Context: an optimization exercise on an open-source flow, tuned for small area, a short achievable clock period and few clock cycles. The choices shown serve that exercise and are no tape-out recipe.
In this exercise RTL edits were held to simulation tests only and were not proved equivalent to the original.
Power figures rest on the tool's default switching activity, not on a simulated workload.

Design CPU, start of the top module:
module CPU
(
    clk_i,
    rst_i,
    imem_addr_o,
    imem_data_i,
    mem_data_i,
    mem_ack_i,
    mem_data_o,
    mem_addr_o,
    mem_enable_o,
    mem_write_o,
    wb_valid_o,
    wb_rd_o,
    wb_data_o
);
Size: ~8000 cells after synthesis, roughly 1800 flip-flops.
clock: 15.0 ns
lec_check: 0
cap_margin: 20
core_margin: 2
core_utilization: 50
cts_cluster_diameter: 60
cts_cluster_size: 20
place_density: 0.6
slew_margin: 20
standard.sh (not shown) runs the stock make flow with config.mk's settings and CLKGATE_MAP_FILE= SYNTH_SCRIPT=/design/flow/synth_recipe.tcl, a recipe that flattens the netlist after the stock synthesis.
==> flow/flow/run.sh <==
#!/bin/bash
# Layout flow: the standard layout (standard.sh: the standard synthesis, floorplan, placement,
# CTS and routing at the design's clock period and SDC) with two changes:
#  - repair_timing is asked to leave a setup margin (flow/setup_margin.txt), so that it sizes and
#    buffers the critical paths beyond what the 15 ns clock needs;
#  - after placement's repair_design, flow/post_resize.tcl resizes the port buffers (buf_4, or
#    buf_1 on the wide data inputs) and runs
#    repair_timing on the placement.
# make's output goes to make_finish.log here; each ORFS step keeps its own log under orfs/logs/.
set -euo pipefail
cd "$(dirname "$0")/.."
MARGIN=$(cat flow/setup_margin.txt)
echo "standard layout with SETUP_SLACK_MARGIN=$MARGIN and flow/post_resize.tcl"
bash standard.sh finish SETUP_SLACK_MARGIN="$MARGIN" POST_RESIZE_TCL="$PWD/flow/post_resize.tcl" \
  > make_finish.log 2>&1 || { tail -50 make_finish.log; exit 1; }
tail -5 make_finish.log
ls -l out/final.def
==> flow/flow/post_resize.tcl <==
# Hook run by ORFS's resize step (POST_RESIZE_TCL), after repair_design on the global placement.
# 1. The port buffers that buffer_ports chose (the library's weakest buffer, a delay cell) become
#    buf_4, or buf_1 on the wide data inputs, which have time to spare.
# 2. repair_timing with the setup margin in setup_margin.txt, on placement parasitics.
foreach inst [get_cells -quiet {input* output*}] {
  set ref [get_property $inst ref_name]
  if { ![string match "sky130_fd_sc_hd__*buf*" $ref] } { continue }
  set want sky130_fd_sc_hd__buf_4
  foreach pin [get_pins -of_objects $inst -filter "direction==input"] {
    foreach p [get_ports -quiet -of_objects [get_nets -of_objects $pin]] {
      if { [string match "mem_data_i*" [get_name $p]] || [string match "imem_data_i*" [get_name $p]] } {
        set want sky130_fd_sc_hd__buf_1
      }
    }
  }
  if { $ref != $want } {
    replace_cell $inst $want
  }
}
estimate_parasitics -placement
set fp [open [file join [file dirname [info script]] setup_margin.txt]]
set margin [string trim [read $fp]]
close $fp
repair_timing -setup -setup_margin $margin -repair_tns 100 -verbose
report_worst_slack -max
==> flow/flow/setup_margin.txt <==
10.3
The starting point produced a clean layout.
Testbench counts at the start, summed over its fixed seeds: cycles 55,864.
Rerun with:
- CTS_CLUSTER_DIAMETER: 60 -> 80
- CTS_CLUSTER_SIZE: 20 -> 24
After rerunning:
- The changed run finished with timing, DRC and antenna clean
- global-route usage came out lower by 0.88 points
- sequential cell count stays the same
- power came out lower by a few percent
- hold slack improved by 0.0080 ns
- sequential power stays flat
- via count came out lower slightly
- register-to-register slack improved by 0.07 ns

---

before:
CPU again, from the RTL that the note above started with.
clock: 15.0 ns
lec_check: 0
cap_margin: 20
core_margin: 2
core_utilization: 40
cts_cluster_diameter: 60
cts_cluster_size: 20
place_density: 0.6
slew_margin: 20
==> flow/flow/run.sh <==
#!/bin/bash
# Layout flow: the standard layout (standard.sh: the standard synthesis, floorplan, placement,
# CTS and routing at the design's clock period and SDC) with two changes:
#  - repair_timing is asked to leave a setup margin (flow/setup_margin.txt), so that it sizes and
#    buffers the critical paths beyond what the 15 ns clock needs;
#  - after placement's repair_design, flow/post_resize.tcl makes the port buffers buf_4 and runs
#    repair_timing on the placement.
# make's output goes to make_finish.log here; each ORFS step keeps its own log under orfs/logs/.
set -euo pipefail
cd "$(dirname "$0")/.."
MARGIN=$(cat flow/setup_margin.txt)
echo "standard layout with SETUP_SLACK_MARGIN=$MARGIN and flow/post_resize.tcl"
bash standard.sh finish SETUP_SLACK_MARGIN="$MARGIN" POST_RESIZE_TCL="$PWD/flow/post_resize.tcl" \
  > make_finish.log 2>&1 || { tail -50 make_finish.log; exit 1; }
tail -5 make_finish.log
ls -l out/final.def
Scripts as last shown in full above: flow/flow/post_resize.tcl, flow/flow/setup_margin.txt
before: all stages complete, timing, DRC and antenna checks passed
Testbench counts of before, summed over its fixed seeds: cycles 55,864.
#### Input delta (after over before)
Settings: CTS_CLUSTER_SIZE removed (was 20); CTS_CLUSTER_DIAMETER removed (was 60).
## What came out
~same clock network latency to the later pin of the worst-skew pair in before and after
For global-route usage, before and after come out practically identical.
Per the comparison of after with before, fraction of standard cell area that is sequential -0.58 points, clock-pin slew reported for the worst setup and hold paths after clock tree synthesis neither gained nor lost much.

## what the ideal ports hide
The flow's constraints put no driver on any port. The routed layouts listed below were extracted and timed again, unchanged, in two steps.
Step 1 assumes that a clkbuf_16 drives the clock port and a buf_2 every other input.
Step 2 adds t to the input delays and takes it off the output delays; t is the mean of the earliest and latest rising clock arrival at the registers after step 1. Input paths then give back, and output paths get back, about the clock's delay inside the block.
a / b / c = ideal ports / drivers / drivers and shift; a / b = the first two.
run	shift t [ns]	setup WS [ns]	hold slack, ns
the first run of note 1	0.948	10.081 / 10.081 / 9.816	0.423 / 0.423 / 0.423
the second run of note 1	0.922	10.153 / 10.153 / 9.805	0.431 / 0.431 / 0.431
before	0.962	10.206 / 10.171 / 9.966	0.423 / 0.423 / 0.423
after	0.953	10.220 / 10.171 / 9.920	0.421 / 0.421 / 0.421
After both steps every run listed still meets setup and hold. The setup slack of the second run of note 1, which loses most, moves by 0.000 ns with the drivers and by -0.348 ns with both steps.
